Context: an optimization exercise on an open-source flow, tuned for small area. The choices shown serve that exercise and are no tape-out recipe. Function was checked by simulation only, so behaviour that the tests miss may differ from the original. Power and IR drop assume default switching activity.

## run.sh

```bash
#!/bin/bash
# synth_recipe.tcl (not shown) runs the flow's synth.tcl, then flattens the netlist and writes it again
# the make line also repeats each setting of config.mk as NAME=value (left out here)
make -C /OpenROAD-flow-scripts/flow DESIGN_CONFIG=/design/flow/config.mk WORK_HOME=/design/flow/orfs CLKGATE_MAP_FILE= SYNTH_SCRIPT=/design/flow/synth_recipe.tcl finish
```

## constraint.sdc

```tcl
create_clock -name core_clock -period 5.0 [get_ports {clk}]
set_input_delay 1.0000 -clock core_clock [delete_from_list [all_inputs] [get_ports {clk}]]
set_output_delay 1.0000 -clock core_clock [all_outputs]
set_load 0.01 [all_outputs]
```

## design.v

```verilog
`timescale 1ns / 1ps
module DataBuffer( 	
							input 			clk,					
							input 			reset,				
							input  [31:0]	dataIn,
							output [31:0]	DesDataOut0,	
							output [31:0]	DesDataOut1,				
							output [31:0]	DesDataOut2,				
							output [31:0]	DesDataOut3,				
							output [31:0]	DesDataOut4,				
							output [31:0]	DesDataOut5,				
							output [31:0]	DesDataOut6,				
							output [31:0]	DesDataOut7,				
							output [31:0]	DesDataOut8,				
							output [31:0]	DesDataOut9,				
							output [31:0]	DesDataOut10,				
							output [31:0]	DesDataOut11,				
							output [31:0]	DesDataOut12,				
							output [31:0]	DesDataOut13,				
							output [31:0]	DesDataOut14,				
							output [31:0]	DesDataOut15,				
							output 			d_valid
						);
   parameter 			length_Bitline=16,	length_d=32;    	 
	reg						 [length_d-1:0]	dataOut0;				 
   reg						 [length_d-1:0]	dataOut1;				 
	reg						 [length_d-1:0]	dataOut2;				 
	reg						 [length_d-1:0]	dataOut3;				 
	reg						 [length_d-1:0]	dataOut4;				 
	reg						 [length_d-1:0]	dataOut5;				 
	reg						 [length_d-1:0]	dataOut6;				 
	reg						 [length_d-1:0]	dataOut7;				 
	reg						 [length_d-1:0]	dataOut8;				 
	reg						 [length_d-1:0]	dataOut9;				 
	reg						 [length_d-1:0]	dataOut10;				 
	reg						 [length_d-1:0]	dataOut11;				 
	reg						 [length_d-1:0]	dataOut12;				 
	reg						 [length_d-1:0]	dataOut13;				 
	reg						 [length_d-1:0]	dataOut14;				 
	reg						 [length_d-1:0]	dataOut15;				 
	reg						 [3:0]				count10;
	reg												inputValid;
	reg						 [length_d-1:0]	buffer0[length_Bitline-1:0];
	reg						 [length_d-1:0]	buffer1[length_Bitline-1:0];
   reg    											dataValid;
	reg    					 						sel;
	reg    											ready;
   reg    					[4:0] 				i;
		always @ (posedge clk or posedge reset)
		begin
			if(reset)
			begin
				inputValid <= 1'b0;
				count10    <= 4'b0;
			end
			else 
			begin
				if(inputValid)
					count10 <= count10;
				else if (!inputValid)
				begin
					count10 <= count10 + 4'b1;
					if (count10 == 4'd10)
						inputValid <= 1'b1;			
				end
			end
		end
    always @(posedge clk)
    begin 
			if (reset)
        	begin
				dataOut0<=0;
            dataOut1<=0;
				dataOut2<=0;
				dataOut3<=0;
				dataOut4<=0;
				dataOut5<=0;
				dataOut6<=0;
				dataOut7<=0;
				dataOut8<=0;
				dataOut9<=0;
				dataOut10<=0;
				dataOut11<=0;
				dataOut12<=0;
				dataOut13<=0;
				dataOut14<=0;
				dataOut15<=0;
				ready<=0;
				sel<=0; 
				dataValid <= 0;
				i<=0;
			end
			else if(!reset)
			begin
				if(inputValid==1'b1)
					begin  
						if(sel==1'b0)
						begin	
							buffer0[i]<= dataIn;
							i<=i+ 5'b1;
							ready<=0;
						end						 
						else if (sel == 1'b1)  
						begin
							buffer1[i]<=dataIn;
							i<=i+5'b1;
							ready<=0;
						end						 
						if(i==length_Bitline-1)
						begin
							sel<= ~sel ;
							i<=0;
							ready<=1;    		 
						end					 	 
						else if (i == 5'd1)
						begin
							dataValid <= 1'b0;
						end 					 
				if(ready==1)
				begin
					if(sel==1)
						begin
							dataOut0<=buffer0[0];
							dataOut1<=buffer0[1];
							dataOut2<=buffer0[2];
							dataOut3<=buffer0[3];
							dataOut4<=buffer0[4];
							dataOut5<=buffer0[5];
							dataOut6<=buffer0[6];
							dataOut7<=buffer0[7];
							dataOut8<=buffer0[8];
							dataOut9<=buffer0[9];
							dataOut10<=buffer0[10];
							dataOut11<=buffer0[11];
							dataOut12<=buffer0[12];
							dataOut13<=buffer0[13];
							dataOut14<=buffer0[14];
							dataOut15<=buffer0[15];
							dataValid<=1;
						end			 
					else 
						 begin  
							dataOut0<=buffer1[0];
							dataOut1<=buffer1[1];
							dataOut2<=buffer1[2];  
							dataOut3<=buffer1[3];
							dataOut4<=buffer1[4];
							dataOut5<=buffer1[5];
							dataOut6<=buffer1[6];
							dataOut7<=buffer1[7];
							dataOut8<=buffer1[8];
							dataOut9<=buffer1[9];
							dataOut10<=buffer1[10];
							dataOut11<=buffer1[11];
							dataOut12<=buffer1[12];
							dataOut13<=buffer1[13];
							dataOut14<=buffer1[14];
							dataOut15<=buffer1[15];
							dataValid<=1;
						 end			 
					ready  <=0;
					end	 			 
			end						 
		end							 
	end		
		assign  	  d_valid     = dataValid;
		assign 	  DesDataOut0 = dataOut0;
		assign     DesDataOut1 = dataOut1;
		assign     DesDataOut2 = dataOut2;
		assign     DesDataOut3 = dataOut3;
		assign     DesDataOut4 = dataOut4;
		assign     DesDataOut5 = dataOut5;
		assign     DesDataOut6 = dataOut6;
		assign     DesDataOut7 = dataOut7;
		assign     DesDataOut8 = dataOut8;
		assign     DesDataOut9 = dataOut9;
		assign     DesDataOut10 = dataOut10;
		assign     DesDataOut11 = dataOut11;
		assign     DesDataOut12 = dataOut12;
		assign     DesDataOut13 = dataOut13;
		assign     DesDataOut14 = dataOut14;
		assign     DesDataOut15 = dataOut15;
endmodule 
`timescale 1ns / 1ps
module CCI_distortionUnit(
    input 				clk,
    input 				reset,
    input 				en,
    input 	[31:0]	affectedCellVoltage,
    input 	[15:0]	XY_CCI_left,
    input 	[15:0]	Y_CCI,
    input 	[15:0]	XY_CCI_right,
    output 	[31:0]	VlotageAferCCI,
	 output  			cciDone
    );
	 parameter sigmaY = 15'd131	;			 
	 parameter sigmaXY = 15'd10	;			 
	 reg									startCCI;
	 reg		signed		[15:0]	absDeltaValueXY1,absDeltaValueXY1_tmp;
	 reg		signed		[15:0]	absDeltaValueY,absDeltaValueY_tmp;
	 reg		signed		[15:0]	absDeltaValueXY2,absDeltaValueXY2_tmp;
	 reg						[31:0]	V_tmp1,V_tmp2,V_tmp3;
	 reg						[31:0]	CellVoltageD1,CellVoltageD2,CellVoltageD3;
	 reg						[15:0]   VlotageAferCCI_tmp,initVoltage_tmp;	
	 reg									cciDoneFlag;
	always @( posedge clk or posedge reset )
	begin
	if(reset)
	begin
		startCCI <= 1'b0;
		absDeltaValueXY1 <= 16'd0; absDeltaValueY <= 16'd0; absDeltaValueXY2 <= 16'd0;
		absDeltaValueXY1_tmp <= 16'd0; absDeltaValueY_tmp <= 16'd0; absDeltaValueXY2_tmp <= 16'd0;
		CellVoltageD1 <= 32'd0; CellVoltageD2 <= 32'd0;
		V_tmp1 <= 32'd0; V_tmp2 <= 32'd0; V_tmp3 <= 32'd0;
		VlotageAferCCI_tmp <= 16'd0; initVoltage_tmp <= 16'd0;
		cciDoneFlag <= 1'b0;
	end
	else
	begin
		if(en)
		begin
			startCCI 			<= 1'b1;
			absDeltaValueXY1 	<= XY_CCI_left;
			absDeltaValueY 	<= Y_CCI;
			absDeltaValueXY2	<=	XY_CCI_right;
		end
		if(startCCI==1'b1)
		begin
			if( absDeltaValueXY1 < 0	)                       	 
				absDeltaValueXY1_tmp <= ~(absDeltaValueXY1 - 16'd1);    
			else
				absDeltaValueXY1_tmp <= absDeltaValueXY1;
			if( absDeltaValueY <  0	)
				absDeltaValueY_tmp <= ~(absDeltaValueY - 16'd1);
			else
				absDeltaValueY_tmp <= absDeltaValueY;	
			if( absDeltaValueXY2 <  0	)
				absDeltaValueXY2_tmp <= ~(absDeltaValueXY2 - 16'd1)	;
			else
				absDeltaValueXY2_tmp <= absDeltaValueXY2;
			CellVoltageD1 <= affectedCellVoltage;
			V_tmp1 <= absDeltaValueXY1_tmp * sigmaXY;
			V_tmp2 <= absDeltaValueY_tmp   * sigmaY;
			V_tmp3 <= absDeltaValueXY2_tmp * sigmaXY;
			CellVoltageD2 <= CellVoltageD1;
			VlotageAferCCI_tmp <= CellVoltageD2[31:16] + V_tmp1[26:11] +V_tmp2[26:11] + V_tmp3[26:11];
			initVoltage_tmp <= CellVoltageD2[15:0];
			cciDoneFlag <= 1'b1;	 
		end			 
	end
	end			 
	assign VlotageAferCCI = { {VlotageAferCCI_tmp},initVoltage_tmp};
	assign cciDone  		 =	cciDoneFlag;
endmodule
`timescale 1ns / 1ps
 module CellToCell_Interference(
								input					clk,
								input    			reset,
								input					inputReady,
								input		[31:0]	CCIinputData0,
								input		[31:0]	CCIinputData1,
								input		[31:0]	CCIinputData2,
								input		[31:0]	CCIinputData3,
								input		[31:0]	CCIinputData4,
								input		[31:0]	CCIinputData5,
								input		[31:0]	CCIinputData6,
								input		[31:0]	CCIinputData7,
								input		[31:0]	CCIinputData8,
								input		[31:0]	CCIinputData9,
								input		[31:0]	CCIinputData10,
								input		[31:0]	CCIinputData11,
								input		[31:0]	CCIinputData12,
								input		[31:0]	CCIinputData13,
								input		[31:0]	CCIinputData14,
								input		[31:0]	CCIinputData15,
								output	[31:0]	VthAfterCCI0,
								output	[31:0]	VthAfterCCI1,
								output	[31:0]	VthAfterCCI2,								
								output	[31:0]	VthAfterCCI3,
								output	[31:0]	VthAfterCCI4,
								output	[31:0]	VthAfterCCI5,
								output	[31:0]	VthAfterCCI6,
								output	[31:0]	VthAfterCCI7,
								output	[31:0]	VthAfterCCI8,
								output	[31:0]	VthAfterCCI9,
								output	[31:0]	VthAfterCCI10,
								output	[31:0]	VthAfterCCI11,
								output	[31:0]	VthAfterCCI12,
								output	[31:0]	VthAfterCCI13,
								output	[31:0]	VthAfterCCI14,
								output	[31:0]	VthAfterCCI15,
								output				CCI_Done
								);
			reg	[15:0]	DeltaVoltage 		[15:0];
			reg	[12:0]	WordLine_Cnt				;
			reg	[31:0]	PresentVoltage		[15:0];
			reg	[31:0]	PreviousVoltage	[15:0];
			reg				en;
			wire				cciDoneFlag			[15:0];
			always @ (posedge clk or posedge reset)
			begin
				if(reset)
				begin
					PresentVoltage[0] <= 0;
					PresentVoltage[1] <= 0;
					PresentVoltage[2] <= 0;
					PresentVoltage[3] <= 0;
					PresentVoltage[4] <= 0;
					PresentVoltage[5] <= 0;
					PresentVoltage[6] <= 0;
					PresentVoltage[7] <= 0;
					PresentVoltage[8] <= 0;
					PresentVoltage[9] <= 0;
					PresentVoltage[10] <= 0;
					PresentVoltage[11] <= 0;
					PresentVoltage[12] <= 0;
					PresentVoltage[13] <= 0;
					PresentVoltage[14] <= 0;
					PresentVoltage[15] <= 0;
					PreviousVoltage[0]<=0;	
					PreviousVoltage[1]<=0;
					PreviousVoltage[2]<=0;
					PreviousVoltage[3]<=0;
					PreviousVoltage[4]<=0;
					PreviousVoltage[5]<=0;
					PreviousVoltage[6]<=0;
					PreviousVoltage[7]<=0;
					PreviousVoltage[8]<=0;
					PreviousVoltage[9]<=0;
					PreviousVoltage[10]<=0;
					PreviousVoltage[11]<=0;
					PreviousVoltage[12]<=0;
					PreviousVoltage[13]<=0;
					PreviousVoltage[14]<=0;
					PreviousVoltage[15]<=0;
					WordLine_Cnt       <=0;									
					en 					 <= 1'b0;
				end	
				else 
				begin
					if(inputReady)
					begin
						if (WordLine_Cnt==13'b0)
						begin
							PresentVoltage[0]  <= CCIinputData0[31:0];
							PresentVoltage[1]  <= CCIinputData1[31:0];
							PresentVoltage[2]  <= CCIinputData2[31:0];
							PresentVoltage[3]  <= CCIinputData3[31:0];
							PresentVoltage[4]  <= CCIinputData4[31:0];
							PresentVoltage[5]  <= CCIinputData5[31:0];
							PresentVoltage[6]  <= CCIinputData6[31:0];
							PresentVoltage[7]  <= CCIinputData7[31:0];
							PresentVoltage[8]  <= CCIinputData8[31:0];
							PresentVoltage[9]  <= CCIinputData9[31:0];
							PresentVoltage[10] <= CCIinputData10[31:0];
							PresentVoltage[11] <= CCIinputData11[31:0];
							PresentVoltage[12] <= CCIinputData12[31:0];
							PresentVoltage[13] <= CCIinputData13[31:0];
							PresentVoltage[14] <= CCIinputData14[31:0];
							PresentVoltage[15] <= CCIinputData15[31:0];
							PreviousVoltage[0]<=PresentVoltage[0];	
							PreviousVoltage[1]<=PresentVoltage[1];
							PreviousVoltage[2]<=PresentVoltage[2];
							PreviousVoltage[3]<=PresentVoltage[3];
							PreviousVoltage[4]<=PresentVoltage[4];
							PreviousVoltage[5]<=PresentVoltage[5];
							PreviousVoltage[6]<=PresentVoltage[6];
							PreviousVoltage[7]<=PresentVoltage[7];
							PreviousVoltage[8]<=PresentVoltage[8];
							PreviousVoltage[9]<=PresentVoltage[9];
							PreviousVoltage[10]<=PresentVoltage[10];
							PreviousVoltage[11]<=PresentVoltage[11];
							PreviousVoltage[12]<=PresentVoltage[12];
							PreviousVoltage[13]<=PresentVoltage[13];
							PreviousVoltage[14]<=PresentVoltage[14];
							PreviousVoltage[15]<=PresentVoltage[15];
							DeltaVoltage[0] <=  0;		
							DeltaVoltage[1]  <= 0;
							DeltaVoltage[2]  <= 0;
							DeltaVoltage[3]  <= 0;
							DeltaVoltage[4]  <= 0;
							DeltaVoltage[5]  <= 0;
							DeltaVoltage[6]  <= 0;
							DeltaVoltage[7]  <= 0;
							DeltaVoltage[8]  <= 0;
							DeltaVoltage[9]  <= 0;
							DeltaVoltage[10] <= 0;
							DeltaVoltage[11] <= 0;
							DeltaVoltage[12] <= 0;
							DeltaVoltage[13] <= 0;
							DeltaVoltage[14] <= 0;
							DeltaVoltage[15] <= 0;
							en <= 1'b1;
						end	 
						else	 
						begin 
							PreviousVoltage[0]<=PresentVoltage[0];	
							PreviousVoltage[1]<=PresentVoltage[1];
							PreviousVoltage[2]<=PresentVoltage[2];
							PreviousVoltage[3]<=PresentVoltage[3];
							PreviousVoltage[4]<=PresentVoltage[4];
							PreviousVoltage[5]<=PresentVoltage[5];
							PreviousVoltage[6]<=PresentVoltage[6];
							PreviousVoltage[7]<=PresentVoltage[7];
							PreviousVoltage[8]<=PresentVoltage[8];
							PreviousVoltage[9]<=PresentVoltage[9];
							PreviousVoltage[10]<=PresentVoltage[10];
							PreviousVoltage[11]<=PresentVoltage[11];
							PreviousVoltage[12]<=PresentVoltage[12];
							PreviousVoltage[13]<=PresentVoltage[13];
							PreviousVoltage[14]<=PresentVoltage[14];
							PreviousVoltage[15]<=PresentVoltage[15];
							PresentVoltage[0]  <= CCIinputData0[31:0];
							PresentVoltage[1]  <= CCIinputData1[31:0];
							PresentVoltage[2]  <= CCIinputData2[31:0];
							PresentVoltage[3]  <= CCIinputData3[31:0];
							PresentVoltage[4]  <= CCIinputData4[31:0];
							PresentVoltage[5]  <= CCIinputData5[31:0];
							PresentVoltage[6]  <= CCIinputData6[31:0];
							PresentVoltage[7]  <= CCIinputData7[31:0];
							PresentVoltage[8]  <= CCIinputData8[31:0];
							PresentVoltage[9]  <= CCIinputData9[31:0];
							PresentVoltage[10] <= CCIinputData10[31:0];
							PresentVoltage[11] <= CCIinputData11[31:0];
							PresentVoltage[12] <= CCIinputData12[31:0];
							PresentVoltage[13] <= CCIinputData13[31:0];
							PresentVoltage[14] <= CCIinputData14[31:0];
							PresentVoltage[15] <= CCIinputData15[31:0];
							DeltaVoltage[0] <= CCIinputData0[31:16]-CCIinputData0[15:0];		
							DeltaVoltage[1]  <= CCIinputData1[31:16]-CCIinputData1[15:0];
							DeltaVoltage[2]  <= CCIinputData2[31:16]-CCIinputData2[15:0];
							DeltaVoltage[3]  <= CCIinputData3[31:16]-CCIinputData3[15:0];
							DeltaVoltage[4]  <= CCIinputData4[31:16]-CCIinputData4[15:0];
							DeltaVoltage[5]  <= CCIinputData5[31:16]-CCIinputData5[15:0];
							DeltaVoltage[6]  <= CCIinputData6[31:16]-CCIinputData6[15:0];
							DeltaVoltage[7]  <= CCIinputData7[31:16]-CCIinputData7[15:0];
							DeltaVoltage[8]  <= CCIinputData8[31:16]-CCIinputData8[15:0];
							DeltaVoltage[9]  <= CCIinputData9[31:16]-CCIinputData9[15:0];
							DeltaVoltage[10] <= CCIinputData10[31:16]-CCIinputData10[15:0];
							DeltaVoltage[11] <= CCIinputData11[31:16]-CCIinputData11[15:0];
							DeltaVoltage[12] <= CCIinputData12[31:16]-CCIinputData12[15:0];
							DeltaVoltage[13] <= CCIinputData13[31:16]-CCIinputData13[15:0];
							DeltaVoltage[14] <= CCIinputData14[31:16]-CCIinputData14[15:0];
							DeltaVoltage[15] <= CCIinputData15[31:16]-CCIinputData15[15:0];
							en <= 1'b1;
						end	 
						WordLine_Cnt   <= WordLine_Cnt + 13'b1;
						if(WordLine_Cnt == 13'd8191)
							WordLine_Cnt   <=13'd0;
					end		 
					else
					begin
						en <= 1'b0;
					end
				end			 
			end				 
			CCI_distortionUnit 	 	cell_0(.clk(clk), .reset(reset), .en(en), .affectedCellVoltage(PreviousVoltage[0]),  .XY_CCI_left(16'd0),            .Y_CCI(DeltaVoltage[0]),  .XY_CCI_right(DeltaVoltage[1] ),  .VlotageAferCCI(VthAfterCCI0),  .cciDone(cciDoneFlag[0]));	
			CCI_distortionUnit 	 	cell_1(.clk(clk), .reset(reset), .en(en), .affectedCellVoltage(PreviousVoltage[1]),  .XY_CCI_left(DeltaVoltage[0]),  .Y_CCI(DeltaVoltage[1]),  .XY_CCI_right(DeltaVoltage[2] ),  .VlotageAferCCI(VthAfterCCI1),  .cciDone(cciDoneFlag[1]));	
			CCI_distortionUnit		cell_2(.clk(clk), .reset(reset), .en(en), .affectedCellVoltage(PreviousVoltage[2]),  .XY_CCI_left(DeltaVoltage[1]),  .Y_CCI(DeltaVoltage[2]),  .XY_CCI_right(DeltaVoltage[3] ),  .VlotageAferCCI(VthAfterCCI2),  .cciDone(cciDoneFlag[2]));
			CCI_distortionUnit		cell_3(.clk(clk), .reset(reset), .en(en), .affectedCellVoltage(PreviousVoltage[3]),  .XY_CCI_left(DeltaVoltage[2]),  .Y_CCI(DeltaVoltage[3]),  .XY_CCI_right(DeltaVoltage[4] ),  .VlotageAferCCI(VthAfterCCI3),  .cciDone(cciDoneFlag[3]));
			CCI_distortionUnit		cell_4(.clk(clk), .reset(reset), .en(en), .affectedCellVoltage(PreviousVoltage[4]),  .XY_CCI_left(DeltaVoltage[3]),  .Y_CCI(DeltaVoltage[4]),  .XY_CCI_right(DeltaVoltage[5] ),  .VlotageAferCCI(VthAfterCCI4),  .cciDone(cciDoneFlag[4]));
			CCI_distortionUnit		cell_5(.clk(clk), .reset(reset), .en(en), .affectedCellVoltage(PreviousVoltage[5]),  .XY_CCI_left(DeltaVoltage[4]),  .Y_CCI(DeltaVoltage[5]),  .XY_CCI_right(DeltaVoltage[6] ),  .VlotageAferCCI(VthAfterCCI5),  .cciDone(cciDoneFlag[5]));
			CCI_distortionUnit		cell_6(.clk(clk), .reset(reset), .en(en), .affectedCellVoltage(PreviousVoltage[6]),  .XY_CCI_left(DeltaVoltage[5]),  .Y_CCI(DeltaVoltage[6]),  .XY_CCI_right(DeltaVoltage[7] ),  .VlotageAferCCI(VthAfterCCI6),  .cciDone(cciDoneFlag[6]));
			CCI_distortionUnit		cell_7(.clk(clk), .reset(reset), .en(en), .affectedCellVoltage(PreviousVoltage[7]),  .XY_CCI_left(DeltaVoltage[6]),  .Y_CCI(DeltaVoltage[7]),  .XY_CCI_right(DeltaVoltage[8] ),  .VlotageAferCCI(VthAfterCCI7),  .cciDone(cciDoneFlag[7]));
			CCI_distortionUnit		cell_8(.clk(clk), .reset(reset), .en(en), .affectedCellVoltage(PreviousVoltage[8]),  .XY_CCI_left(DeltaVoltage[7]),  .Y_CCI(DeltaVoltage[8]),  .XY_CCI_right(DeltaVoltage[9] ),  .VlotageAferCCI(VthAfterCCI8),  .cciDone(cciDoneFlag[8]));
			CCI_distortionUnit		cell_9(.clk(clk), .reset(reset), .en(en), .affectedCellVoltage(PreviousVoltage[9]),  .XY_CCI_left(DeltaVoltage[8]),  .Y_CCI(DeltaVoltage[9]),  .XY_CCI_right(DeltaVoltage[10] ), .VlotageAferCCI(VthAfterCCI9),  .cciDone(cciDoneFlag[9]));
			CCI_distortionUnit		cell_10(.clk(clk), .reset(reset), .en(en), .affectedCellVoltage(PreviousVoltage[10]), .XY_CCI_left(DeltaVoltage[9]),  .Y_CCI(DeltaVoltage[10]), .XY_CCI_right(DeltaVoltage[11] ), .VlotageAferCCI(VthAfterCCI10), .cciDone(cciDoneFlag[10]));
			CCI_distortionUnit		cell_11(.clk(clk), .reset(reset), .en(en), .affectedCellVoltage(PreviousVoltage[11]), .XY_CCI_left(DeltaVoltage[10]), .Y_CCI(DeltaVoltage[11]), .XY_CCI_right(DeltaVoltage[12] ), .VlotageAferCCI(VthAfterCCI11), .cciDone(cciDoneFlag[11]));
			CCI_distortionUnit		cell_12(.clk(clk), .reset(reset), .en(en), .affectedCellVoltage(PreviousVoltage[12]), .XY_CCI_left(DeltaVoltage[11]), .Y_CCI(DeltaVoltage[12]), .XY_CCI_right(DeltaVoltage[13] ), .VlotageAferCCI(VthAfterCCI12), .cciDone(cciDoneFlag[12]));
			CCI_distortionUnit		cell_13(.clk(clk), .reset(reset), .en(en), .affectedCellVoltage(PreviousVoltage[13]), .XY_CCI_left(DeltaVoltage[12]), .Y_CCI(DeltaVoltage[13]), .XY_CCI_right(DeltaVoltage[14] ), .VlotageAferCCI(VthAfterCCI13), .cciDone(cciDoneFlag[13]));
			CCI_distortionUnit		cell_14(.clk(clk), .reset(reset), .en(en), .affectedCellVoltage(PreviousVoltage[14]), .XY_CCI_left(DeltaVoltage[13]), .Y_CCI(DeltaVoltage[14]), .XY_CCI_right(DeltaVoltage[15] ), .VlotageAferCCI(VthAfterCCI14), .cciDone(cciDoneFlag[14]));
			CCI_distortionUnit		cell_15(.clk(clk), .reset(reset), .en(en), .affectedCellVoltage(PreviousVoltage[15]), .XY_CCI_left(DeltaVoltage[14]), .Y_CCI(DeltaVoltage[15]), .XY_CCI_right(16'd0 ), 				 .VlotageAferCCI(VthAfterCCI15), .cciDone(cciDoneFlag[15]));
	assign  CCI_Done = cciDoneFlag[0] && cciDoneFlag[1] && cciDoneFlag[2] && cciDoneFlag[3] && cciDoneFlag[4] && cciDoneFlag[5] && cciDoneFlag[6] && cciDoneFlag[7] && cciDoneFlag[8] && cciDoneFlag[9] && cciDoneFlag[10] && cciDoneFlag[11] && cciDoneFlag[12] && cciDoneFlag[13] && cciDoneFlag[14] && cciDoneFlag[15] ;  
endmodule
`timescale 1ns / 1ps
module ParallelToSerialConversion(
											input					clk,
											input					reset,
											input					inputValid,
											input 	[31:0]	input_Vth0,
											input 	[31:0]	input_Vth1,
											input 	[31:0]	input_Vth2,
											input 	[31:0]	input_Vth3,
											input 	[31:0]	input_Vth4,
											input 	[31:0]	input_Vth5,
											input 	[31:0]	input_Vth6,
											input 	[31:0]	input_Vth7,
											input 	[31:0]	input_Vth8,
											input 	[31:0]	input_Vth9,
											input 	[31:0]	input_Vth10,
											input 	[31:0]	input_Vth11,
											input 	[31:0]	input_Vth12,
											input 	[31:0]	input_Vth13,
											input 	[31:0]	input_Vth14,
											input 	[31:0]	input_Vth15,
											output 	[31:0]	outputVoltage,
											output 				outputValid
								);
		reg		[31:0]	dataTmp0		[15:0];						
		reg		[31:0]	dataTmp1		[15:0];
		reg					sel;
		reg		[3:0]		i;
		reg					ready;
		reg		[31:0]	outputVoltagTmp;
		reg					dataValid;
		always @ (posedge clk or posedge reset)
		begin
			if(reset)
			begin
				outputVoltagTmp <= 31'd0;
				dataValid     <= 1'b0;
				i				  <= 4'b0 ;
				sel			  <= 1'b0;
				ready			  <= 1'b0;
			end
			else 
			begin
				if(inputValid)
				begin
					if(sel == 1'b0)
					begin
						dataTmp0[0]  <= 	input_Vth0;
						dataTmp0[1]  <= 	input_Vth1;
						dataTmp0[2]  <= 	input_Vth2;
						dataTmp0[3]  <= 	input_Vth3;
						dataTmp0[4]  <= 	input_Vth4;
						dataTmp0[5]  <= 	input_Vth5;
						dataTmp0[6]  <= 	input_Vth6;
						dataTmp0[7]  <= 	input_Vth7;
						dataTmp0[8]  <= 	input_Vth8;
						dataTmp0[9]  <= 	input_Vth9;
						dataTmp0[10] <= 	input_Vth10;
						dataTmp0[11] <= 	input_Vth11;
						dataTmp0[12] <= 	input_Vth12;
						dataTmp0[13] <= 	input_Vth13;
						dataTmp0[14] <= 	input_Vth14;
						dataTmp0[15] <= 	input_Vth15;
						ready        <=   1'b1;
						sel			 <=   1'b1;
						i				 <=   4'd0;
					end    
					else 
					begin
						dataTmp1[0]  <= 	input_Vth0;
						dataTmp1[1]  <= 	input_Vth1;
						dataTmp1[2]  <= 	input_Vth2;
						dataTmp1[3]  <= 	input_Vth3;
						dataTmp1[4]  <= 	input_Vth4;
						dataTmp1[5]  <= 	input_Vth5;
						dataTmp1[6]  <= 	input_Vth6;
						dataTmp1[7]  <= 	input_Vth7;
						dataTmp1[8]  <= 	input_Vth8;
						dataTmp1[9]  <= 	input_Vth9;
						dataTmp1[10] <= 	input_Vth10;
						dataTmp1[11] <= 	input_Vth11;
						dataTmp1[12] <= 	input_Vth12;
						dataTmp1[13] <= 	input_Vth13;
						dataTmp1[14] <= 	input_Vth14;
						dataTmp1[15] <= 	input_Vth15;
						ready        <=   1'b1;
						sel			 <=   1'b0;
						i            <=   4'd0;
					end	 
				end 		 
				if (ready == 1'b1)
				begin
				   if(sel == 1'b1)
					begin
						outputVoltagTmp 	<= 	dataTmp0[i];
						i 						<= 	i+1'b1;
						dataValid     		<= 	1'b1;
					end	 
					else
					begin
						outputVoltagTmp 	<= 	dataTmp1[i];
						i 						<= 	i+1'b1;
						dataValid     		<= 	1'b1;
					end	 
				end		 
			end			 
		end				 
assign  			outputVoltage 	= 	outputVoltagTmp;
assign			outputValid		= 	dataValid ; 
endmodule
`timescale 1ns / 1ps
module CCI_stage_top(
		input				clk,
		input				reset,
		input		[31:0]	dataIn,
		output	[31:0]	outputVoltage,
		output				outputValid
		);
	wire	[31:0]	CCIVthInput		[15:0];
	wire	[31:0]	VoltageAfterCCI	[15:0];
	wire			dataInputCCIValid;
	wire			cciDoneFlag;
	DataBuffer Buff_uut(
		.clk(clk), .reset(reset), .dataIn(dataIn),
		.DesDataOut0(CCIVthInput[0]),   .DesDataOut1(CCIVthInput[1]),
		.DesDataOut2(CCIVthInput[2]),   .DesDataOut3(CCIVthInput[3]),
		.DesDataOut4(CCIVthInput[4]),   .DesDataOut5(CCIVthInput[5]),
		.DesDataOut6(CCIVthInput[6]),   .DesDataOut7(CCIVthInput[7]),
		.DesDataOut8(CCIVthInput[8]),   .DesDataOut9(CCIVthInput[9]),
		.DesDataOut10(CCIVthInput[10]), .DesDataOut11(CCIVthInput[11]),
		.DesDataOut12(CCIVthInput[12]), .DesDataOut13(CCIVthInput[13]),
		.DesDataOut14(CCIVthInput[14]), .DesDataOut15(CCIVthInput[15]),
		.d_valid(dataInputCCIValid)
	);
	CellToCell_Interference cci_uut(
		.clk(clk), .reset(reset), .inputReady(dataInputCCIValid),
		.CCIinputData0(CCIVthInput[0]),   .CCIinputData1(CCIVthInput[1]),
		.CCIinputData2(CCIVthInput[2]),   .CCIinputData3(CCIVthInput[3]),
		.CCIinputData4(CCIVthInput[4]),   .CCIinputData5(CCIVthInput[5]),
		.CCIinputData6(CCIVthInput[6]),   .CCIinputData7(CCIVthInput[7]),
		.CCIinputData8(CCIVthInput[8]),   .CCIinputData9(CCIVthInput[9]),
		.CCIinputData10(CCIVthInput[10]), .CCIinputData11(CCIVthInput[11]),
		.CCIinputData12(CCIVthInput[12]), .CCIinputData13(CCIVthInput[13]),
		.CCIinputData14(CCIVthInput[14]), .CCIinputData15(CCIVthInput[15]),
		.VthAfterCCI0(VoltageAfterCCI[0]),   .VthAfterCCI1(VoltageAfterCCI[1]),
		.VthAfterCCI2(VoltageAfterCCI[2]),   .VthAfterCCI3(VoltageAfterCCI[3]),
		.VthAfterCCI4(VoltageAfterCCI[4]),   .VthAfterCCI5(VoltageAfterCCI[5]),
		.VthAfterCCI6(VoltageAfterCCI[6]),   .VthAfterCCI7(VoltageAfterCCI[7]),
		.VthAfterCCI8(VoltageAfterCCI[8]),   .VthAfterCCI9(VoltageAfterCCI[9]),
		.VthAfterCCI10(VoltageAfterCCI[10]), .VthAfterCCI11(VoltageAfterCCI[11]),
		.VthAfterCCI12(VoltageAfterCCI[12]), .VthAfterCCI13(VoltageAfterCCI[13]),
		.VthAfterCCI14(VoltageAfterCCI[14]), .VthAfterCCI15(VoltageAfterCCI[15]),
		.CCI_Done(cciDoneFlag)
	);
	ParallelToSerialConversion ParlToSeri_uut(
		.clk(clk), .reset(reset), .inputValid(cciDoneFlag),
		.input_Vth0(VoltageAfterCCI[0]),   .input_Vth1(VoltageAfterCCI[1]),
		.input_Vth2(VoltageAfterCCI[2]),   .input_Vth3(VoltageAfterCCI[3]),
		.input_Vth4(VoltageAfterCCI[4]),   .input_Vth5(VoltageAfterCCI[5]),
		.input_Vth6(VoltageAfterCCI[6]),   .input_Vth7(VoltageAfterCCI[7]),
		.input_Vth8(VoltageAfterCCI[8]),   .input_Vth9(VoltageAfterCCI[9]),
		.input_Vth10(VoltageAfterCCI[10]), .input_Vth11(VoltageAfterCCI[11]),
		.input_Vth12(VoltageAfterCCI[12]), .input_Vth13(VoltageAfterCCI[13]),
		.input_Vth14(VoltageAfterCCI[14]), .input_Vth15(VoltageAfterCCI[15]),
		.outputVoltage(outputVoltage),
		.outputValid(outputValid)
	);
endmodule
```

## config.mk

```make
export PLATFORM = sky130hd
export DESIGN_NAME = CCI_stage_top
export DESIGN_NICKNAME = CCI_stage_top
export VERILOG_FILES = /design/flow/design.v
export SDC_FILE = /design/flow/constraint.sdc
export NUM_CORES = 4
export LEC_CHECK = 0
export CAP_MARGIN = 20
export CORE_MARGIN = 2
export CORE_UTILIZATION = 40
export SLEW_MARGIN = 20
```

==> results of run 1 <==
layer usage:
| metal | part of all wire (%) | vias up | global-route usage, % |
|---|---|---|---|
| met2 | 45 | 6112 | 37.0 |
| met5 | 0.016 | - | 0 |
| met4 | 3.9 | 22 | 8.10 |
| met1 | 44 | 91300 | 34.5 |
| met3 | 7.3 | 1260 | 4.03 |
| li1 | - | 80276 | - |
power groups by stage:
stage / combinational, W / sequential (W) / clock (W)
2_1_floorplan: 0.00254 / 0.0552 / 0
3_3_place_gp: 0.00651 / 0.0550 / 0
3_5_place_dp: 0.00656 / 0.0550 / 0
4_1_cts: 0.00658 / 0.0540 / 0.0519
5_1_grt: 0.00700 / 0.0540 / 0.0540
6_report: 0.00678 / 0.0540 / 0.0513
cell usage after synthesis, types with 78 or more instances:
master	instances
sky130_fd_sc_hd__a22o_1	79
sky130_fd_sc_hd__dfrtp_1	3484
sky130_fd_sc_hd__nor2_1	892
sky130_fd_sc_hd__mux2i_1	649
sky130_fd_sc_hd__edfxtp_1	2304
sky130_fd_sc_hd__ha_1	1774
sky130_fd_sc_hd__a22oi_1	189
sky130_fd_sc_hd__mux2_2	2694
sky130_fd_sc_hd__nor3_1	285
sky130_fd_sc_hd__nand3_1	290
sky130_fd_sc_hd__a21oi_1	790
sky130_fd_sc_hd__a221oi_1	115
sky130_fd_sc_hd__a31oi_1	115
sky130_fd_sc_hd__a21o_1	158
sky130_fd_sc_hd__a211oi_1	78
sky130_fd_sc_hd__or3_1	116
sky130_fd_sc_hd__o21ai_0	1039
sky130_fd_sc_hd__nor2b_1	115
sky130_fd_sc_hd__and2_1	102
sky130_fd_sc_hd__xor2_1	414
sky130_fd_sc_hd__o31ai_1	169
sky130_fd_sc_hd__and3_1	104
sky130_fd_sc_hd__clkbuf_1	745
sky130_fd_sc_hd__inv_1	1659
sky130_fd_sc_hd__dfxtp_1	520
sky130_fd_sc_hd__nand2_1	1331
sky130_fd_sc_hd__fa_1	432
sky130_fd_sc_hd__xnor2_1	312
worst max-delay path: stages, from the launching register on:
cell and delay (ps):
sky130_fd_sc_hd__dfrtp_1 600, sky130_fd_sc_hd__inv_1 200, sky130_fd_sc_hd__fa_1 550, sky130_fd_sc_hd__inv_1 60, sky130_fd_sc_hd__fa_1 440, sky130_fd_sc_hd__ha_1 230
sky130_fd_sc_hd__fa_1 470, sky130_fd_sc_hd__a21o_1 170, sky130_fd_sc_hd__a21oi_1 230, sky130_fd_sc_hd__o21bai_1 120, sky130_fd_sc_hd__a2111o_1 470, sky130_fd_sc_hd__a31o_2 240
sky130_fd_sc_hd__a21oi_1 170, sky130_fd_sc_hd__xnor2_1 80, sky130_fd_sc_hd__mux2_2 270
cells by family after synthesis:
| kind of cell | count (synthesis) | synth area share (%) |
|---|---|---|
| AOI/OAI and AO/OA | 3395 | 7.55 |
| adders and majority gates | 2206 | 10.7 |
| buffers and inverters | 2515 | 3.29 |
| muxes | 3346 | 12.8 |
| DFF | 6308 | 57.7 |
| and+or+nand+nor | 3624 | 5.78 |
| xor gates and xnor gates | 726 | 2.20 |
layout make-up:
cell class	count	area (µm²)	area share [%]
Multi-Input combinational cell	13297	113000	34.6
Antenna cell	86	215	0.0659
Clock buffer	979	19200	5.88
Sequential cell	6308	167000	51.1
Tap cell	9577	12000	3.67
Inverter	1660	6240	1.91
Clock inverter	281	3590	1.10
Timing Repair Buffer	530	5510	1.69
stage by stage:
stage	total power [W]	setup slack, ps	std cells	hold WS (ps)	utilization (%)
global placement	0.0615	636	31369	436	42.1
floorplan	0.0577	-63060	22120	331	-
CTS	0.113	622	32631	245	45.3
global route	0.115	386	32635	262	45.3
detailed placement	0.0615	636	31371	449	42.1
finish	0.112	582	32718	284	45.3
sequential cells by signal (all words and copies together) (netlist names), 256 cells and up:
| register | cells |
|---|---|
| cci_uut.DeltaVoltage | 256 |
| ParlToSeri_uut.dataTmp1 | 512 |
| ParlToSeri_uut.dataTmp0 | 512 |
| Buff_uut.buffer1 | 512 |
| cci_uut.PresentVoltage | 512 |
| Buff_uut.buffer0 | 512 |
| cci_uut.PreviousVoltage | 512 |
final timing paths:
check | to | slack [ps] | cells after the start
max | cci_uut.cell_6.VlotageAferCCI_tmp[11] | 580 | 14
min | Buff_uut.buffer1[13][29] | 280 | 1
max reg2reg | cci_uut.cell_6.VlotageAferCCI_tmp[11] | 580 | 14
min reg2reg | cci_uut.cell_7.absDeltaValueXY2[1] | 440 | 2
max in group asynchronous | cci_uut.cell_3.absDeltaValueXY1_tmp[2] | 2050 | 6
min in group asynchronous | cci_uut.cell_3.VlotageAferCCI_tmp[9] | 1310 | 5
==> flow_metrics.py, run 1 <==
metrics = {
    "timing": {
        "fin_skew_ps": 61.7,
        "maxSlewHeadroom_pct": 23.1,
        "post-route-min-period_ps": 4420,
        "max_clock_freq_ghz": 0.226,
        "rsz0062_at_grt": "no",
        "setup_viol": 0,
        "slew_violations": 0,
        "final_worst_path_period_share_pct": 88.4,
        "final_hold_viol_count": 0,
        "slew_at_the_pin_with_the_worst_max_slew_slack_ps": 1150,
        "totalNegativeSetupSlack_ps": 0,
    },
    "setup_path": {
        "end_kind": "register",
        "path_class": "reg -> reg",
        "timing.critical_path.fanout_max": 3,
        "crit_path_start_kind": "register",
        "critPathArrivalTime_ps": 5400,
        "worstSetupStartpoint": "cci_uut.cell_6.V_tmp3[12]",
        "crit_required_ps": 5980,
        "worst_r2r_startpoint": "cci_uut.cell_6.V_tmp3[12]",
    },
    "die": {
        "floorplan.rows": 312,
        "top_level_ports": 67,
        "die_width_um": 854,
        "die_height_um": 854,
        "fp.coreArea_um2": 721000,
        "initial_core_util_pct": 40.1,
        "dieArea_um2": 729000,
    },
    "clock_tree": {
        "inserted_clock_buffers": 671,
        "cts_tree": "done",
        "clk_pin_slew_ps": 60,
        "cts-hold-fix-buffers": 0,
        "clkSinkCount": 6308,
        "cts_max_level": 6,
        "cts-resized-gates": 0,
        "cts_root_buf": "sky130_fd_sc_hd__clkbuf_16",
        "cts_setup_buffers": 0,
        "ctsLongestPathBuffers": 4,
        "worst_skew_pair.late_latency_ps": 1140,
    },
    "synth": {
        "post_synth_top_area_share_pct": 30.2,
        "syn_nets": 24360,
        "total_standard_cell_area_after_synthesis_um2": 289000,
        "synth-edff-count": 2304,
        "count_of_unique_library_cells_instantiated_by_yosys": 99,
        "ys.warnings.count": 13,
        "netlist_instances": 22120,
        "synth.avg_cell_area_um2": 13.1,
        "netlist.top_cell.by_area": "sky130_fd_sc_hd__dfrtp_1",
        "netlist_top_cells_area": "sky130_fd_sc_hd__dfrtp_1 30%, sky130_fd_sc_hd__edfxtp_1 24%, sky130_fd_sc_hd__mux2_2 11%, sky130_fd_sc_hd__ha_1 7.7%, sky130_fd_sc_hd__dfxtp_1 3.6%",
        "ys_ff_latch": 6308,
        "synth.yosys.seq_area_share_pct": 57.7,
        "postSynth.asyncResetShare_pct": 55.2,
        "predominant_post_synthesis_flop_cell": "sky130_fd_sc_hd__dfrtp_1",
    },
    "min_path": {
        "hold_start": "dataIn[29]",
        "hold_path.class": "in -> reg",
    },
    "layout": {
        "most-common-layout-cells": "3478 x sky130_fd_sc_hd__dfrtp_1, 2694 x sky130_fd_sc_hd__mux2_2, 2304 x sky130_fd_sc_hd__edfxtp_1, 1766 x sky130_fd_sc_hd__ha_1, 1657 x sky130_fd_sc_hd__inv_1",
        "fill_cells": 64562,
        "area_growth_syn_to_layout_pct": 13.0,
        "fin_area_um2": 326000,
        "proportion_of_layout_cells_with_a_drive_suffix_above_1_pct": 19.2,
        "final_net_count": 24708,
        "layout.cells.most_common": "sky130_fd_sc_hd__dfrtp_1",
    },
    "global_route": {
        "grt_pass1_vias": 173752,
        "grt_antenna_before_repair": 126,
        "grt_pass1_wl_um": 1280000,
        "tot_gr_track_use_pct": 24.0,
        "largest_net_degree_at_the_start_of_global_routing": 176,
        "grt_remaining_overflow": 0,
    },
    "route": {
        "vias": 178970,
        "drt-pass1-iter-count": 8,
        "post_drt_via_cell_ratio": 5.47,
        "dr.first_iter.drc_count": 18351,
        "drc": 0,
        "drtAntennaViolNets": 0,
        "wl_per_cell_um": 27.2,
        "routed_wirelength_um": 891000,
    },
    "pwr": {
        "internal-power_w": 0.0852,
        "max-vdd-ir-drop_mv": 0.378,
        "sw_frac_of_total_pct": 24.0,
        "net-switching-power_w": 0.0268,
        "power_per_standard_cell_area_nw_per_um2": 343,
        "static-leakage-power_nw": 144,
        "clock_power_share_pct": 45.8,
        "p_comb_share_pct": 6.1,
        "share_seq_of_total_power_pct": 48.2,
    },
    "placement": {
        "placed_inst_area_um2": 303000,
        "gp_congestion": 0.946,
        "io_buffers": 66,
        "detailedPlacementHpwl_um": 657000,
    },
    "flow_run": {
        "max_cap_viol_count": 0,
    },
    "status": {
        "status": "complete, no violations",
    },
}
==> run 2, diff against run 1 <==
==> design.v (replaced) <==
`timescale 1ns / 1ps
module CCI_stage_top(
		input				clk,
		input				reset,
		input		[31:0]	dataIn,
		output	reg	[31:0]	outputVoltage,
		output	reg			outputValid
		);
	localparam DEPTH = 37;			 
	reg		[16:0]	q;
	reg				live;			 
	reg		[32*DEPTH-1:0]	sr;		 
	reg		[31:0]	hold0;			 
	reg		[7:0]	y1;				 
	reg		[11:0]	z;				 
	reg		[11:0]	cr;				 
	reg		[11:0]	k1;				 
	wire	[31:0]	s0  = sr[0 +: 32];
	wire	[31:0]	s18 = sr[32*18 +: 32];
	wire	[31:0]	s36 = sr[32*36 +: 32];
	wire	[15:0]	d   = s0[31:16] - s0[15:0];
	wire	[15:0]	ad0 = d[15] ? (~d + 16'd1) : d;
	wire	[15:0]	ad  = (q[16:4] == 13'd0) ? 16'd0 : ad0;
	wire	[26:0]	p10  = ad * 5'd10;
	wire	[26:0]	p131 = ad * 8'd131;
	wire	[7:0]	f10  = p10[18:11];
	wire	[11:0]	f131 = p131[22:11];
	wire			edge0 = (q[3:0] == 4'd0);	 
	wire			cell1 = (q[3:0] == 4'd3);	 
	wire			cell0 = (q[3:0] == 4'd4);	 
	wire	[11:0]	term = cell1 ? k1 : cr;
	wire	[15:0]	upd  = s18[31:16] + {4'd0, term};
	always @(posedge clk) begin
		sr <= {sr[32*(DEPTH-1)-1 : 32*19], upd, s18[15:0], sr[32*18-1 : 0], dataIn};
		y1 <= f10;
		z  <= f131 + (edge0 ? 12'd0 : {4'd0, y1});
		cr <= (edge0 ? 12'd0 : {4'd0, f10}) + z;
		if (cell1) k1 <= cr;
		if (cell0) hold0 <= s36;
	end
	always @(posedge clk or posedge reset) begin
		if (reset) begin
			q             <= 17'h1FFF4;
			live          <= 1'b0;
			outputValid   <= 1'b0;
			outputVoltage <= 32'd0;
		end else begin
			q <= q + 17'd1;
			if (q[5] & ~q[4] & q[2]) live <= 1'b1;				 
			if (~q[5] & q[4] & q[2]) outputValid <= 1'b1;		 
			outputVoltage <= live ? (cell0 ? hold0 : s36) : 32'd0;
		end
	end
endmodule
==> flow_metrics.py, run 2 <==
metrics = {
    "status": {
        "status": "finished with violations",
        "checkFailReasons": "setup timing",
    },
    "setup_path": {
        "cpMostUsedCell": "sky130_fd_sc_hd__a21oi_2",
        "critPathArrivalTime_ps": 7260,
        "crit_path_start_kind": "register",
        "critical_path.max_stage_delay_ps": 530,
        "critical_path.slowest_cell": "sky130_fd_sc_hd__or4b_1",
        "end_kind": "register",
        "worst_r2r_startpoint": "sr[1]",
        "path_class": "reg -> reg",
        "worstSetupStartpoint": "sr[1]",
        "timing.critical_path.fanout_max": 3,
        "crit_required_ps": 5570,
    },
    "synth": {
        "netlist.top_cell.by_area": "sky130_fd_sc_hd__dfxtp_1",
        "synth-edff-count": 44,
        "ys_ff_latch": 1311,
        "synth.avg_cell_area_um2": 15.6,
        "synth_compound_gate_area_share_pct": 3.82,
        "ys.warnings.count": 1,
        "post_synth_top_area_share_pct": 74.9,
        "yosysMostFrequentCell": "sky130_fd_sc_hd__dfxtp_1",
        "synth.yosys.seq_area_share_pct": 82.9,
        "synth_top_family_by_area": "adder cells",
        "syn_nets": 2244,
        "synth.area.mux_share_pct": 0.492,
        "netlist_top_cells_count": "1216 x sky130_fd_sc_hd__dfxtp_1, 117 x sky130_fd_sc_hd__ha_1, 93 x sky130_fd_sc_hd__inv_1, 88 x sky130_fd_sc_hd__nand2_1, 51 x sky130_fd_sc_hd__xnor2_1",
        "postSynth.asyncResetShare_pct": 3.89,
        "predominant_post_synthesis_flop_cell": "sky130_fd_sc_hd__dfxtp_1",
        "total_standard_cell_area_after_synthesis_um2": 32500,
        "netlist_top_cells_area": "sky130_fd_sc_hd__dfxtp_1 75%, sky130_fd_sc_hd__ha_1 4.5%, sky130_fd_sc_hd__edfxtp_1 4.1%, sky130_fd_sc_hd__dfrtp_1 2.8%, sky130_fd_sc_hd__xnor2_1 1.4%",
        "synthXorXnorAreaFrac_pct": 2.21,
        "synth_simple_gate_area_share_pct": 4.00,
        "count_of_unique_library_cells_instantiated_by_yosys": 71,
        "synth-adder-area-share_pct": 5.33,
        "netlist_instances": 2080,
    },
    "placement": {
        "place_worst_setup_slack_ps": -1850,
        "io_buffers": 66,
        "gp_congestion": 0.824,
        "placed_inst_area_um2": 36100,
        "detailedPlacementHpwl_um": 25200,
    },
    "timing": {
        "setup_viol": 25,
        "fin_skew_ps": 18.2,
        "maxSlewHeadroom_pct": 39.3,
        "final_worst_path_period_share_pct": 134,
        "setup_ws_ps": -1700,
        "rsz0062_at_grt": "yes",
        "slew_at_the_pin_with_the_worst_max_slew_slack_ps": 911,
        "final_hold_viol_count": 0,
        "slew_violations": 0,
        "max_clock_freq_ghz": 0.149,
        "post-route-min-period_ps": 6700,
    },
    "pwr": {
        "max-vdd-ir-drop_mv": 0.518,
        "static-leakage-power_nw": 17.6,
        "power_per_standard_cell_area_nw_per_um2": 731,
    },
    "die": {
        "top_level_ports": 67,
        "dieArea_um2": 83600,
        "floorplan.rows": 104,
        "fp.coreArea_um2": 80500,
        "die_width_um": 289,
        "die_height_um": 289,
        "initial_core_util_pct": 40.4,
    },
    "global_route": {
        "grt_pass1_wl_um": 66800,
        "tot_gr_track_use_pct": 9.71,
        "grt_remaining_overflow": 0,
        "grt_antenna_before_repair": 0,
        "grt_pass1_vias": 14937,
        "largest_net_degree_at_the_start_of_global_routing": 65,
    },
    "clock_tree": {
        "worst_skew_pair.late_latency_ps": 660,
        "clkSinkCount": 1311,
        "inserted_clock_buffers": 116,
        "clk_pin_slew_ps": 60,
        "cts_max_level": 3,
        "ctsLongestPathBuffers": 3,
        "cts-hold-fix-buffers": 0,
        "cts_tree": "done",
        "cts_root_buf": "sky130_fd_sc_hd__clkbuf_16",
    },
    "route": {
        "dr.first_iter.drc_count": 419,
        "drt-pass1-iter-count": 4,
        "post_drt_via_cell_ratio": 4.02,
        "wl_per_cell_um": 10.8,
        "routed_wirelength_um": 39100,
        "wl_met1_um": 17700,
        "drc": 0,
        "routed.top_layer": "met4",
        "drtAntennaViolNets": 0,
        "met2_wire_len_um": 18700,
        "met3_wirelength_um": 1570,
        "vias": 14620,
    },
    "layout": {
        "most-common-layout-cells": "1206 x sky130_fd_sc_hd__dfxtp_1, 207 x sky130_fd_sc_hd__buf_4, 124 x sky130_fd_sc_hd__clkbuf_16, 96 x sky130_fd_sc_hd__ha_1, 82 x sky130_fd_sc_hd__nand2_1",
        "layout.cells.most_common": "sky130_fd_sc_hd__dfxtp_1",
        "fin_area_um2": 41000,
        "diodes": 0,
        "top_register": "sr",
        "area_growth_syn_to_layout_pct": 26.1,
        "final_net_count": 2640,
        "largest_register_ffs": 1184,
        "biggestRegsByFlops": "sr (1184), hold0 (32), outputVoltage (32)",
        "core_utilization_of_the_finished_layout_pct": 50.9,
        "proportion_of_layout_cells_with_a_drive_suffix_above_1_pct": 22.8,
    },
    "min_path": {
        "hold_path.class": "reg -> reg",
        "hold_start": "sr[961]",
    },
    "flow_run": {
        "max_cap_viol_count": 0,
    },
}
run 2: cell types whose count changed in the layout (fill, tap and decap cells not counted), sizes merged, moves of 383 or more:
cell,before,now
a21oi,794,43
clkbuf,979,171
dfrtp,3484,37
dfxtp,520,1216
edfxtp,2304,44
fa,432,13
ha,1774,117
inv,1679,96
mux2,2694,13
mux2i,649,1
nand2,1331,89
nor2,892,44
o21ai,1053,23
xor2,414,31
run 2: cell families after synthesis:
logic type | after synthesis
XOR/XNOR | 82
buffers and inverters | 107
adder cells (fa/ha/maj) | 131
multiplexers | 14
AO/OA/AOI/OAI | 176
flip-flops | 1311
AND/OR/NAND/NOR | 259
run 2: report_power, final:
part	internal, W	switching, W	leakage (nW)	total, W
Combinational	0.00478	0.00370	4.39	0.00848
Clock	0.00525	0.00359	1.96	0.00884
Sequential	0.0123	0.000374	11.2	0.0127
run 2: critical path, delay by kind of cell (launching register included):
| family | cells | cell delay (ps) |
|---|---|---|
| compound gates | 11 | 1520 |
| xor+xnor | 3 | 450 |
| fa+ha+maj | 6 | 1920 |
| buf+inv | 6 | 640 |
| flops | 1 | 360 |
| simple gates | 10 | 1700 |
run 2: cell type report:
cell class / count / area [µm²]
Tap cell: 1060 / 1330
Clock buffer: 171 / 3460
Fill cell: 6635 / 39500
Inverter: 93 / 354
Multi-Input combinational cell: 662 / 5890
Timing Repair Buffer: 292 / 2440
Sequential cell: 1311 / 27000
Clock inverter: 46 / 563
run 2: through the flow:
stage | cells | hold WS (ps) | setup TNS (ps) | total power [W]
floorplan | 2080 | 310 | -15100 | 0.0171
global placement | 3386 | 310 | -23890 | 0.0197
detailed placement | 3386 | 312 | -25120 | 0.0198
CTS | 3621 | 316 | -20040 | 0.0293
global route | 3635 | 319 | -29780 | 0.0319
finish | 3635 | 308 | -20800 | 0.0300
run 2: final timing paths:
check / end / slack [ps] / cells past startpoint
max in group asynchronous: outputVoltage[25] / 3590 / 2
worst max-delay path: z[11] / -1700 / 36
min in group asynchronous: outputVoltage[4] / 880 / 2
worst min register to register: sr[993] / 310 / 0
worst max register to register: z[11] / -1700 / 36
worst min-delay path: sr[993] / 310 / 0
run 2: per-layer routing:
layer  track usage, %  up-vias
met1             11.4     6715
met2             16.7      197
met5                0        -
li1                 -     7617
met4             4.07        0
met3             2.71       91
run 2: what timing repair did:
item | in CTS | in global routing
setup buffers | 18 | 15
gates cloned | 0 | 0
pin swaps | 74 | 53
endpoints found under the setup margin | 26 | 27
gates resized for setup | 53 | 89
==> run 3, diff against run 2 <==
==> design.v (replaced) <==
`timescale 1ns / 1ps
module CCI_stage_top(
		input				clk,
		input				reset,
		input		[31:0]	dataIn,
		output	reg	[31:0]	outputVoltage,
		output	reg			outputValid
		);
	localparam DEPTH = 37;			 
	reg		[16:0]	u;
	reg				live;			 
	reg		[32*DEPTH-1:0]	sr;		 
	reg		[31:0]	hold0;			 
	reg				an;				 
	reg		[15:0]	ax;				 
	reg		[7:0]	y1;				 
	reg		[11:0]	z;				 
	reg		[11:0]	cr;				 
	reg		[11:0]	k1;				 
	wire	[31:0]	s0  = sr[0 +: 32];
	wire	[31:0]	s19 = sr[32*19 +: 32];
	wire	[31:0]	s36 = sr[32*36 +: 32];
	wire	[15:0]	d    = s0[31:16] - s0[15:0];
	wire			edge0 = (u[3:0] == 4'd15);	 
	wire			lineM = (u[16:4] == 13'd0);	 
	wire			cell0 = (u[3:0] == 4'd2);	 
	wire	[18:0]	p10 = {ax, 3'd0} + {2'd0, ax, 1'd0} + (an ? 19'd10 : 19'd0);
	wire	[7:0]	f10 = p10[18:11];
	wire	[7:0]	y1m = edge0 ? 8'd0 : y1;
	wire	[22:0]	pz  = {ax, 7'd0} + {6'd0, ax, 1'd0} + {7'd0, ax} + (an ? 23'd131 : 23'd0) + {y1m, 11'd0};
	wire	[11:0]	crn = (edge0 ? 12'd0 : {4'd0, f10}) + z;
	wire	[11:0]	term = cell0 ? k1 : cr;
	wire	[15:0]	upd  = s19[31:16] + {4'd0, term};
	always @(posedge clk) begin
		sr <= {sr[32*(DEPTH-1)-1 : 32*20], upd, s19[15:0], sr[32*19-1 : 0], dataIn};
		an <= d[15];
		ax <= d ^ {16{d[15]}};
		y1 <= f10;
		z  <= pz[22:11];
		cr <= lineM ? 12'd0 : crn;
		if (cell0) k1 <= cr;
		if (cell0) hold0 <= s36;
	end
	always @(posedge clk or posedge reset) begin
		if (reset) begin
			u             <= 17'h1FFF2;
			live          <= 1'b0;
			outputValid   <= 1'b0;
			outputVoltage <= 32'd0;
		end else begin
			u <= u + 17'd1;
			if (u[5] & ~u[4] & u[1]) live <= 1'b1;				 
			if (~u[5] & u[4] & u[1]) outputValid <= 1'b1;		 
			outputVoltage <= live ? (cell0 ? hold0 : s36) : 32'd0;
		end
	end
endmodule
--- a/config.mk
+++ b/config.mk
@@ -9,3 +9,7 @@
 export CORE_MARGIN = 2
-export CORE_UTILIZATION = 40
+export CORE_UTILIZATION = 70
+export CTS_BUF_LIST = sky130_fd_sc_hd__clkbuf_4
+export CTS_CLUSTER_SIZE = 20
+export GPL_TIMING_DRIVEN = 0
+export PLACE_DENSITY = 0.8
 export SLEW_MARGIN = 20
==> flow_metrics.py, run 3 <==
metrics = {
    "synth": {
        "total_standard_cell_area_after_synthesis_um2": 32000,
        "post_synth_top_area_share_pct": 77.0,
        "predominant_post_synthesis_flop_cell": "sky130_fd_sc_hd__dfxtp_1",
        "yosysMostFrequentCell": "sky130_fd_sc_hd__dfxtp_1",
        "netlist_top_cells_area": "sky130_fd_sc_hd__dfxtp_1 77%, sky130_fd_sc_hd__edfxtp_1 4.1%, sky130_fd_sc_hd__ha_1 4.0%, sky130_fd_sc_hd__dfrtp_1 2.9%, sky130_fd_sc_hd__xnor2_1 1.4%",
        "ys.warnings.count": 1,
        "netlist_instances": 1973,
        "synth-edff-count": 44,
        "synth.yosys.seq_area_share_pct": 85.2,
        "netlist.top_cell.by_area": "sky130_fd_sc_hd__dfxtp_1",
        "postSynth.asyncResetShare_pct": 3.84,
        "count_of_unique_library_cells_instantiated_by_yosys": 59,
        "syn_nets": 2128,
        "synth.avg_cell_area_um2": 16.2,
        "ys_ff_latch": 1327,
        "netlist_top_cells_count": "1232 x sky130_fd_sc_hd__dfxtp_1, 120 x sky130_fd_sc_hd__nand2_1, 102 x sky130_fd_sc_hd__ha_1, 53 x sky130_fd_sc_hd__xnor2_1, 44 x sky130_fd_sc_hd__edfxtp_1",
    },
    "die": {
        "floorplan.rows": 78,
        "die_height_um": 218,
        "initial_core_util_pct": 70.7,
        "dieArea_um2": 47500,
        "top_level_ports": 67,
        "fp.coreArea_um2": 45300,
        "die_width_um": 218,
    },
    "clock_tree": {
        "cts_setup_buffers": 0,
        "inserted_clock_buffers": 305,
        "cts-resized-gates": 0,
        "worst_skew_pair.late_latency_ps": 1060,
        "cts-hold-fix-buffers": 0,
        "ctsLongestPathBuffers": 4,
        "clk_pin_slew_ps": 80,
        "cts_root_buf": "sky130_fd_sc_hd__clkbuf_4",
        "cts_tree": "done",
        "cts_max_level": 5,
        "clkSinkCount": 1327,
    },
    "timing": {
        "setup_viol": 0,
        "max_clock_freq_ghz": 0.222,
        "fin_skew_ps": 62.8,
        "slew_violations": 0,
        "totalNegativeSetupSlack_ps": 0,
        "final_worst_path_period_share_pct": 89.9,
        "slew_at_the_pin_with_the_worst_max_slew_slack_ps": 776,
        "maxSlewHeadroom_pct": 47.8,
        "rsz0062_at_grt": "no",
        "post-route-min-period_ps": 4500,
        "final_hold_viol_count": 0,
    },
    "layout": {
        "layout.cells.most_common": "sky130_fd_sc_hd__dfxtp_1",
        "core_utilization_of_the_finished_layout_pct": 82.0,
        "proportion_of_layout_cells_with_a_drive_suffix_above_1_pct": 19.6,
        "top_register": "sr",
        "fin_area_um2": 37200,
        "final_net_count": 2502,
        "biggestRegsByFlops": "sr (1184), hold0 (32), outputVoltage (32)",
        "largest_register_ffs": 1184,
        "most-common-layout-cells": "1232 x sky130_fd_sc_hd__dfxtp_1, 466 x sky130_fd_sc_hd__clkbuf_4, 120 x sky130_fd_sc_hd__nand2_1, 102 x sky130_fd_sc_hd__ha_1, 66 x sky130_fd_sc_hd__clkdlybuf4s50_1",
        "area_growth_syn_to_layout_pct": 16.0,
        "fill_cells": 2198,
    },
    "setup_path": {
        "path_class": "reg -> reg",
        "crit_path_start_kind": "register",
        "crit_required_ps": 5920,
        "cpMostUsedCell": "sky130_fd_sc_hd__nand2_1",
        "end_kind": "register",
        "critical_path.slowest_cell": "sky130_fd_sc_hd__clkbuf_4",
        "critical_path.max_stage_delay_ps": 670,
        "critPathArrivalTime_ps": 5420,
        "timing.critical_path.fanout_max": 53,
        "worst_path_cell_chain": "ha_1, nand2_1, inv_2, clkbuf_4, nand2_1, nand2_1, ha_1, a21o_1, a21oi_1, o21a_1, o21ai_0, a31oi_1, mux2_2, o2111ai_1",
    },
    "global_route": {
        "grt_antenna_before_repair": 2,
        "tot_gr_track_use_pct": 21.0,
        "largest_net_degree_at_the_start_of_global_routing": 54,
        "grt_pass1_wl_um": 76900,
        "grt_pass1_vias": 16802,
        "grt_remaining_overflow": 0,
    },
    "route": {
        "drtAntennaViolNets": 0,
        "drc": 0,
        "post_drt_via_cell_ratio": 4.71,
        "vias": 14851,
        "dr.first_iter.drc_count": 598,
        "routed_wirelength_um": 46300,
        "drt-pass1-iter-count": 5,
        "wl_per_cell_um": 14.7,
    },
    "pwr": {
        "max-vdd-ir-drop_mv": 0.388,
        "fin_total_pwr_w": 0.0261,
        "power_per_standard_cell_area_nw_per_um2": 702,
        "static-leakage-power_nw": 16.3,
    },
    "status": {
        "status": "complete, no violations",
    },
    "min_path": {
        "hold_path.class": "in -> async",
    },
    "placement": {
        "detailedPlacementHpwl_um": 25100,
        "placed_inst_area_um2": 33500,
        "gp_congestion": 0.834,
        "io_buffers": 66,
    },
    "flow_run": {
        "max_cap_viol_count": 0,
    },
}
-- run 3: changes by cell type in the layout (fill, tap and decap cells not counted), moves of 19 or more --
cell                        previous run  this run
sky130_fd_sc_hd__buf_4               207         0
sky130_fd_sc_hd__clkbuf_16           124         0
sky130_fd_sc_hd__clkbuf_4              0       466
sky130_fd_sc_hd__clkinv_1              5        36
sky130_fd_sc_hd__dfxtp_1            1206      1232
sky130_fd_sc_hd__ha_4                 19         0
sky130_fd_sc_hd__inv_1                78        36
sky130_fd_sc_hd__nand2_1              82       120
-- run 3: cell families (layout without fill, tap and decap cells) --
group | after synthesis | count (layout) | synth area share (%)
buf+inv | 53 | 627 | 0.644
other cells | 0 | 3 | 0
flops | 1327 | 1327 | 85.2
xor+xnor | 73 | 73 | 2.19
compound gates | 157 | 157 | 3.37
fa+ha+maj | 121 | 121 | 5.17
mux | 2 | 2 | 0.0664
simple gates | 240 | 240 | 3.39
-- run 3: through the flow --
stage                     instances  setup slack [ps]  hold slack (ps)
after floorplan                1973               656              310
after global placement         2639              -637              309
after detailed placement       2640               634              312
after CTS                      3147               488             87.1
after global routing           3150               230              127
final                          3150               503              247
-- run 3: path summary, 6_finish.rpt --
path	start	slack [ps]	cells past startpoint	endpoint
min in group core_clock	sr[61]	290	0	sr[93]
setup reg to reg	u[1]	500	14	sr[669]
max in group asynchronous	reset	4110	3	u[1]
hold / removal	reset	250	2	outputVoltage[5]
hold reg to reg	sr[61]	290	0	sr[93]
setup / recovery	u[1]	500	14	sr[669]
-- run 3: routing by layer --
layer	part of all wire [%]	up-vias	global-route usage, %
met4	2.7	0	11.5
met3	4.8	92	7.45
met1	37	7012	20.0
met5	0	-	0
li1	-	7357	-
met2	56	390	39.0
-- run 3: area by class of cell --
cell class	instances	area [µm²]	share of cell area (%)
Antenna cell	3	7.51	0.0202
Clock buffer	465	3490	9.40
Multi-Input combinational cell	593	4550	12.2
Inverter	38	143	0.384
Clock inverter	42	185	0.498
Tap cell	600	751	2.02
Buffer	15	67.6	0.182
Sequential cell	1327	27300	73.4
Timing Repair Buffer	67	681	1.83
-- run 3: worst max-delay path, delay by kind of cell (launching register included) --
family                   cells  cell delay [ps]
AO/OA/AOI/OAI                6             1410
adder cells (fa/ha/maj)      2              430
buffers and inverters        2              970
flip-flops                   1              600
multiplexers                 1              400
AND/OR/NAND/NOR              3              560
-- run 3: power breakdown --
group	switching (W)	leakage, nW	total [W]	internal [W]
sequential	0.000634	11.4	0.0131	0.0124
clock	0.00371	2.23	0.00797	0.00426
combinational	0.00271	2.68	0.00506	0.00235

separate check: timing with driven ports:
How much do the figures lean on ideal ports? The routed layouts below were timed once more, with nothing changed but the port constraints. Step 1, drivers: a clkbuf_16 drives clk and a buf_2 each remaining input, both assumed. Step 2 times the ports against the registers' clock, not the clock port: input delays grow and output delays shrink by t, the midpoint of the rising clock arrivals with the driver on. Three values: ideal ports, drivers, drivers and shift; two values: the first two.
run	t (ns)	slack for setup (ns)	cell pins on the clock port's net
run 1	1.255	0.582 / 0.582 / 0.543	1
run 2	0.710	-1.695 / -1.695 / -1.695	1
run 3	1.074	0.503 / 0.503 / 0.503	1
The setup slack of run 1, which loses most, moves by 0.000 ns with the drivers and by -0.039 ns with both steps.
